Context: an optimization exercise on an open-source flow, tuned for small area. The choices shown serve that exercise and are no tape-out recipe. The RTL was checked by simulation tests, not by an equivalence proof against the original design. Power is estimated from default activity; no workload was simulated.

File: design.v
module DeBounce (
    input  logic clk,
    input  logic n_reset,
    input  logic button_in,
    input  logic [3:0] columnas,            
    output logic DB_out,                    
    output logic [3:0] columna_presionada   
);
    parameter N = 6;
    parameter integer MAX_COUNT = 15_000;  
    reg [N-1:0] q_reg, q_next;
    reg DFF1, DFF2;
    wire q_reset = (DFF1 ^ DFF2);
    wire q_add   = ~q_reg[N-1];
    logic [31:0] counter;
    logic active;
    always @(*) begin
        case ({q_reset, q_add})
            2'b00: q_next = q_reg;
            2'b01: q_next = q_reg + 1;
            default: q_next = {N{1'b0}};
        endcase
    end
    always_ff @(posedge clk or negedge n_reset) begin
        if (!n_reset) begin
            DFF1               <= 0;
            DFF2               <= 0;
            q_reg              <= 0;
            DB_out             <= 0;
            active             <= 0;
            counter            <= 0;
            columna_presionada <= 4'b0000;
        end else begin
            DFF1  <= button_in;
            DFF2  <= DFF1;
            q_reg <= q_next;
            if (q_reg[N-1] && DFF2 && !active) begin
                DB_out             <= 1;
                active             <= 1;
                counter            <= 0;
                columna_presionada <= columnas;  
            end
            else if (active) begin
                if (counter < MAX_COUNT) begin
                    counter <= counter + 1;
                end else begin
                    DB_out  <= 0;
                    active  <= 0;
                    columna_presionada <= 4'b0000;  
                end
            end
        end
    end
endmodule
`timescale 1ns/1ns
module disp_dec(
    input logic [3:0] w, 
    output logic [6:0] d
);
    always_comb begin
        case (w)
            4'h0: d = 7'b1111110;
            4'h1: d = 7'b0110000;
            4'h2: d = 7'b1101101;
            4'h3: d = 7'b1111001;
            4'h4: d = 7'b0110011;
            4'h5: d = 7'b1011011;
            4'h6: d = 7'b1011111;
            4'h7: d = 7'b1110000;
            4'h8: d = 7'b1111111;
            4'h9: d = 7'b1111011;
            4'hA: d = 7'b1110111;
            4'hB: d = 7'b0011111;
            4'hC: d = 7'b1001110;
            4'hD: d = 7'b0111101;
            4'hE: d = 7'b1001111;
            4'hF: d = 7'b1000111;
            default: d = 7'b0000000;
        endcase
    end
endmodule
`timescale 1ns/1ps
module mux(
    input logic [3:0] a,     
    input logic [15:0] cdu,     
    output logic [3:0] w     
);
    always_comb begin
        case (a)
            4'b0001: w = cdu[3:0];       
            4'b0010: w = cdu[7:4];       
            4'b0100: w = cdu[11:8];      
            4'b1000: w = cdu[15:12];     
            default: w = 4'b0000;
        endcase
    end
endmodule
`timescale 1ns/1ps
module disp_controller(
    input logic clk,
    input logic n_reset,
    output logic [3:0] a
);
    parameter int frequency = 2_700_000;                
    parameter int max_count = frequency * 1/1000;  
    logic [24:0] count;   
    always_ff @(posedge clk or negedge n_reset) begin
        if (!n_reset) begin
            count <= 0;
            a <= 4'b0001;  
        end
        else if (count == max_count - 1) begin
            case (a)
                4'b0001: a <= 4'b0010;
                4'b0010: a <= 4'b0100;
                4'b0100: a <= 4'b1000;
                4'b1000: a <= 4'b0001;
                default: a <= 4'b1000;
            endcase
            count <= 0;
        end 
        else begin
            count <= count + 1;
        end
    end
endmodule
`timescale 1 ns / 1 ns
module lecture (
    input logic clk,
    input logic n_reset,
    input logic [3:0] filas_raw,         
    output logic [3:0] columnas,
    output logic [3:0] sample            
);
    logic [3:0] columna_presionada0;  
    logic [3:0] columna_presionada1;
    logic [3:0] columna_presionada2;
    logic [3:0] columna_presionada3;
    logic [3:0] columna_presionada_total;
    logic [3:0] filas_db;  
    columnas_fsm fsm (
        .clk(clk),
        .n_reset(n_reset),
        .columnas(columnas)
    );
    DeBounce db0 (
        .clk(clk),
        .n_reset(n_reset),
        .button_in(filas_raw[0]),
        .columnas(columnas),
        .DB_out(filas_db[0]),
        .columna_presionada(columna_presionada0)
    );
    DeBounce db1 (
        .clk(clk),
        .n_reset(n_reset),
        .button_in(filas_raw[1]),
        .columnas(columnas),
        .DB_out(filas_db[1]),
        .columna_presionada(columna_presionada1)
    );
    DeBounce db2 (
        .clk(clk),
        .n_reset(n_reset),
        .button_in(filas_raw[2]),
        .columnas(columnas),
        .DB_out(filas_db[2]),
        .columna_presionada(columna_presionada2)
    );
    DeBounce db3 (
        .clk(clk),
        .n_reset(n_reset),
        .button_in(filas_raw[3]),
        .columnas(columnas),
        .DB_out(filas_db[3]),
        .columna_presionada(columna_presionada3)
    );
    assign columna_presionada_total = columna_presionada0 | columna_presionada1 | columna_presionada2 | columna_presionada3;  
    always @(posedge clk or negedge n_reset) begin
        if (!n_reset)
            sample <= 4'b1111;
        else
        case({columna_presionada_total, filas_db})
            8'b1000_1000 : sample <= 4'b0001;  
            8'b0100_1000 : sample <= 4'b0010;  
            8'b0010_1000 : sample <= 4'b0011;  
            8'b0001_1000 : sample <= 4'b1010;  
            8'b1000_0100 : sample <= 4'b0100;  
            8'b0100_0100 : sample <= 4'b0101;  
            8'b0010_0100 : sample <= 4'b0110;  
            8'b0001_0100 : sample <= 4'b1011;  
            8'b1000_0010 : sample <= 4'b0111;  
            8'b0100_0010 : sample <= 4'b1000;  
            8'b0010_0010 : sample <= 4'b1001;  
            8'b0001_0010 : sample <= 4'b1100;  
            8'b1000_0001 : sample <= 4'b1101;  
            8'b0100_0001 : sample <= 4'b0000;  
            8'b0010_0001 : sample <= 4'b1110;  
            default: sample <= 4'b1111;  
        endcase
    end
endmodule
module columnas_fsm(
    input  logic clk,
    input  logic n_reset,
    output logic [3:0] columnas
);
    parameter int N = 10;  
    logic [N-1:0] count;
    always_ff @(posedge clk or negedge n_reset) begin
        if (!n_reset) begin
            count <= '0;
            columnas <= 4'b0000;
        end
        else if (count[N-1]) begin  
            count <= '0;  
            case (columnas)
                4'b1000: columnas <= 4'b0100;
                4'b0100: columnas <= 4'b0010;
                4'b0010: columnas <= 4'b0001;
                4'b0001: columnas <= 4'b1000;
                default: columnas <= 4'b1000;
            endcase
        end else begin
            count <= count + 1;
        end
    end
endmodule
module sume (
    input  logic clk,
    input  logic n_reset,
    input  logic [3:0] sample,   
    output logic [15:0] cdu,     
    output logic [3:0] debug
);
    typedef enum logic [2:0] {S0, S1, S2, S3, S4, S5, S6} statetype;
    statetype state;
    logic [9:0] w1, w2;
    logic [3:0] sample_A;
    logic flag;
    logic [11:0] sum;
    assign debug = ~state;
    logic [3:0] unidades1, unidades2, decenas1, decenas2;
    logic [3:0] centenas1, centenas2;
    always_comb begin
        w1 = (centenas1 * 100) +
             (decenas1  * 10) +
             unidades1;
        w2 = (centenas2 * 100) +
             (decenas2  * 10) +
             unidades2;  
    end
    always_ff @(posedge clk or negedge n_reset) begin
        if (!n_reset)
            sample_A <= 4'b1111;
        else
            sample_A <= sample;
    end
    assign flag = (sample_A != sample);
    always_ff @(posedge clk or negedge n_reset) begin
        if (!n_reset) begin
            state <= S0;
            centenas1 <= 4'd0;
            decenas1  <= 4'd0;
            unidades1 <= 4'd0;
            centenas2 <= 4'd0;
            decenas2  <= 4'd0;
            unidades2 <= 4'd0;
            sum <= 12'd0;
        end
        else if (flag && sample != 4'b1111) begin
            case (state)
                S0: centenas1 <= sample;
                S1: decenas1  <= sample;
                S2: unidades1  <= sample;
                S3: centenas2 <= sample;
                S4: decenas2  <= sample;
                S5: unidades2  <= sample;
                S6: sum <= w1 + w2;
            endcase
            case (state)
                S0: state <= S1;
                S1: state <= S2;
                S2: state <= S3;
                S3: state <= S4;
                S4: state <= S5;
                S5: state <= S6;
                S6: state <= S0;
                default: state <= S0;
            endcase
        end
    end
    bin_to_bcd conv_bcd (
        .i_bin(sum),
        .o_bcd(cdu)
    );
endmodule
module bin_to_bcd (
    input  logic [11:0] i_bin,   
    output logic [15:0] o_bcd    
);
    logic [11:0] bin_shift;   
    logic [15:0] bcd;         
    integer i;
    always @(*) begin
        bcd = 16'd0;   
        bin_shift = i_bin;
        for (i = 0; i < 12; i = i + 1) begin
            if (bcd[3:0] > 4)
                bcd[3:0] = bcd[3:0] + 3;
            if (bcd[7:4] > 4)
                bcd[7:4] = bcd[7:4] + 3;
            if (bcd[11:8] > 4)
                bcd[11:8] = bcd[11:8] + 3;
            if (bcd[15:12] > 4)
                bcd[15:12] = bcd[15:12] + 3;
            bcd = {bcd[14:0], bin_shift[11]};
            bin_shift = bin_shift << 1;
        end
        o_bcd = bcd;
    end
endmodule
`timescale 1ns/1ps
module top(
    input logic clk,
    input logic n_reset,  
    input logic [3:0] filas_raw,  
    output logic [6:0] d,   
    output logic [3:0] a,  
    output logic [3:0] columnas,  
    output logic [3:0] led   
    );      
    logic [3:0] w;
    logic [3:0] sample;  
    logic [15:0] cdu;
    disp_dec decoder (.w(w), .d(d));
    disp_controller controller (.clk(clk), .n_reset(n_reset), .a(a));
    mux mux (.a(a), .cdu(cdu), .w(w));
    sume suma (
    .clk(clk),              
    .n_reset(n_reset),
    .sample(sample),       
    .cdu(cdu),
    .debug(led)              
    );
    lecture lect (
        .clk(clk),
        .n_reset(n_reset),
        .filas_raw(filas_raw),
        .columnas(columnas),
        .sample(sample)
    );
endmodule
File: run.sh
#!/bin/bash
# synth_recipe.tcl (not shown) runs the flow's synth.tcl, then flattens the netlist and writes it again
# the make line also repeats each setting of config.mk as NAME=value (left out here)
make -C /OpenROAD-flow-scripts/flow DESIGN_CONFIG=/design/flow/config.mk WORK_HOME=/design/flow/orfs CLKGATE_MAP_FILE= SYNTH_SCRIPT=/design/flow/synth_recipe.tcl finish
File: config.mk
export PLATFORM = sky130hd
export DESIGN_NAME = top
export DESIGN_NICKNAME = top
export VERILOG_FILES = /design/flow/design.v
export SDC_FILE = /design/flow/constraint.sdc
export NUM_CORES = 4
export LEC_CHECK = 0
export CAP_MARGIN = 20
export CORE_MARGIN = 2
export CORE_UTILIZATION = 40
export SLEW_MARGIN = 20
File: constraint.sdc
create_clock -name core_clock -period 12.0 [get_ports {clk}]
set_input_delay 2.4000 -clock core_clock [delete_from_list [all_inputs] [get_ports {clk}]]
set_output_delay 2.4000 -clock core_clock [all_outputs]
set_load 0.01 [all_outputs]
==> run summary <==
## worst max-delay path: cells and delay by family, from the launching register on
kind            cells  cell delay (ns)
compound gates     13             3.07
xor+xnor            1             0.27
fa+ha+maj           6             1.67
buf+inv             5             1.05
flops               1             0.47
mux                 2             0.76
simple gates        5             1.12
## logic make-up (layout without fill, tap and decap cells)
| logic type | after synthesis | after routing | synth area share |
|---|---|---|---|
| XOR/XNOR | 127 | 127 | 0.0712 |
| AND/OR/NAND/NOR | 640 | 640 | 0.205 |
| AO/OA/AOI/OAI | 296 | 296 | 0.128 |
| adder cells (fa/ha/maj) | 107 | 107 | 0.0893 |
| flip-flops | 273 | 273 | 0.430 |
| buffers and inverters | 130 | 176 | 0.0334 |
| other | 1 | 1 | 0.000236 |
| multiplexers | 63 | 63 | 0.0433 |
## per-layer routing
layer  vias up  routed length [µm]  global-route usage
li1       5850                   -                   -
met1      5517               14700               0.204
met2       165               14300               0.250
met3        48                1010              0.0201
met4         0                 470              0.0344
met5         -                   0                   0
## metrics by stage
| stage | power [W] | area [µm²] | hold slack [ns] | setup WS (ns) | setup TNS (ns) |
|---|---|---|---|---|---|
| CTS | 0.00201 | 17800 | 0.394 | 0.0366 | 0 |
| global route | 0.00206 | 17900 | 0.401 | -0.0389 | -0.0389 |
| global placement | 0.000989 | 16700 | 0.381 | 0.708 | 0 |
| detailed placement | 0.000990 | 16700 | 0.381 | 0.352 | 0 |
| finish | 0.00198 | 17900 | 0.392 | 0.604 | 0 |
| floorplan | 0.000965 | 15900 | 0.353 | 1.88 | 0 |
## cell usage in the layout, fill, tap and decap left out, types with 31 or more instances in the layout
| cell type | synthesis | routed |
|---|---|---|
| dfrtp_1 | 264 | 263 |
| clkbuf_16 | 0 | 31 |
| xor2_1 | 57 | 57 |
| xnor2_1 | 68 | 68 |
| a21oi_1 | 59 | 58 |
| mux2_2 | 36 | 36 |
| nand3_1 | 57 | 57 |
| and2_1 | 69 | 68 |
| inv_1 | 83 | 83 |
| nor2_1 | 159 | 158 |
| nor4_1 | 32 | 31 |
| o21ai_0 | 75 | 74 |
| nand2_1 | 140 | 139 |
| ha_1 | 96 | 94 |
## layout make-up
type,instances,area [µm²]
fillers,3732,21600
multi-input cells,1234,8650
flip-flops and latches,273,6840
clock buffers,43,901
well taps,525,657
repair buffers,36,353
inverters,83,312
clock inverters,14,220
## power by group through the flow
stage / sequential, W / combinational (W) / clock, W
finish: 0.000935 / 0.0000375 / 0.00101
global route: 0.000936 / 0.0000456 / 0.00108
CTS: 0.000935 / 0.0000387 / 0.00104
detailed placement: 0.000952 / 0.0000386 / 0
global placement: 0.000951 / 0.0000373 / 0
floorplan: 0.000951 / 0.0000148 / 0
## path summary, 6_finish.rpt
check,startpoint,endpoint,cells after the start
worst max-delay path,suma.sum[8],d[2],32
worst min-delay path,lect.db0.DFF1,lect.db0.DFF2,0
worst max register to register,suma.decenas2[1],suma.sum[9],14
worst min register to register,lect.db0.DFF1,lect.db0.DFF2,0
max in group asynchronous,n_reset,suma.sum[8],3
min in group asynchronous,n_reset,lect.fsm.count[3],1
## timing repair
action | 4_1_cts | 5_1_grt
gates resized for setup | 3 | 20
setup buffers | 0 | 3
pin swaps | 0 | 3
setup endpoints to repair | 7 | 7
==> run summary <==
- Status: complete, no violations
- Leading area contributor after synthesis: dfrtp_1
- YS warnings: 8
- # diodes: 0
- Cell-internal power: 0.00157 W
- Fin util: 0.453
- Critical Path AT: 9.00 ns
- Max VDD drop: 123 µV
- Cell mode on critical path: ha_1
- Max-cap violations: 0
- Commonest cells in the netlist: dfrtp_1, nor2_1, nand2_1, ha_1, inv_1
- Tcrit/Tclk final: 0.950
- Hold Path Class: reg -> reg
- DRT iter0 DRCs: 516
- Initial antenna violation count: 0
- CTS H-tree lvls: 1
- LEAKAGE: about 8.4 nW
- Die area: between 40,000 and 50,000 µm²
- HPWL after detailed placement: 21,500 µm
- Worst setup EP type: output port
- Minimum clock period: 11.40 ns
- Core region area: 39,500 µm²
- Area Overhead vs Synth: 12.7%
- # nets final: 1,772
- Synth Instances: about 1,600
- DR vias: 11,600
- Critical Path Source Type: flop
- Post-synth EDFFs: 0
- Worst EP required: 9.60 ns
- Count leader, synth: dfrtp_1
- Vias in the first global route: between 10,000 and 15,000
- Worst skew pair latency: 0.57 ns
- Mean Syn Cell Area: 9.72 µm²
- Seq pwr share: 0.473
- Total GRT Usage: 0.149
- Share of cells above drive strength 1: 0.0957
- Via density per instance: 5.24
- DRT antenna net count: 0
- Worst path slowest cell: clkdlybuf4s50_1
- Initial Util: 0.402
- Finished Layout Cells: 2,208
- First-pass GRT wire length: 53,400 µm
- Die W: 203 µm
- CTS Sinks: ~270
- Most used DFF post-synth: dfrtp_1
- Worst setup path class: reg -> out
- Hold Vio Cnt, Final: 0
- Gate power share: 0.019
- Clock Skew: between 0.02 and 0.03 ns
- Net Sw Frac: 0.205
- Placed cell count: 2,147
- Clock share of power: 0.508
- DR pass1 iterations: 5
- I/O pins: 25
- Fmax: about 90 MHz
- IO buf count: 23
- Final RePlAce weighted congestion: 0.838
- Synth cell types: 94
- Slew @ Worst Pin: between 0.8 and 0.9 ns
- Async SR Flop Fraction: 1.00
- Worst-path maximum fanout: 14
- Slew margin rel.: 0.422
- Sequential share of the synthesized area: 0.430
- Avg WL per Cell: 13.8 µm
- Largest net degree at the start of global routing: 136
- Site Rows: 73
- Max incr delay on CP: 0.57 ns
- Die height: between 200 and 250 µm
- Syn Nets: about 1,800
- Yosys top cell area share: 0.415
- Syn Std Cell Area: between 15,000 and 20,000 µm²
- Root buffer cell: clkbuf_16
- Sw power: 0.000406 W
- GRT overflow: 0
- Final setup viols: 0
- Inserted Clock Buffers: 31
- Flops & latches, synth: 273
- Max Slew Vio Count: 0
- Routed WL: 30,500 µm
- Reg2Reg Setup Slack: roughly 8.4 ns
- PwrDens: 110 nW/µm²
- Clock Path Buffers: 3
- CTS tree: done
- Largest cells by area after synthesis: dfrtp_1, ha_1, nor2_1
- DRC: 0
- Clock transition at path regs: 0.07 ns
- Cts-stage hold buffer count: 0

-- afterwards: timing with drivers on the ports --
How much do the figures lean on ideal ports? The routed layout below was timed once more, with nothing changed but the port constraints. Step 1 assumes that a clkbuf_16 drives the clock port and a buf_2 every other input. Step 2, shift: input delay + t, output delay - t, t = (earliest + latest rising clock arrival at the registers) / 2. This alone moves slack from input paths to output paths. Slacks: ideal ports / drivers / drivers and shift; pairs: ideal ports / drivers.
shift t [ns]: 0.603
setup WS [ns]: 0.604 / 0.555 / 1.158
cell pins on the clock port's net: 1
After both steps setup and hold are still met in this run. The setup slack of this run moves by -0.049 ns with the drivers and by +0.554 ns with both steps.
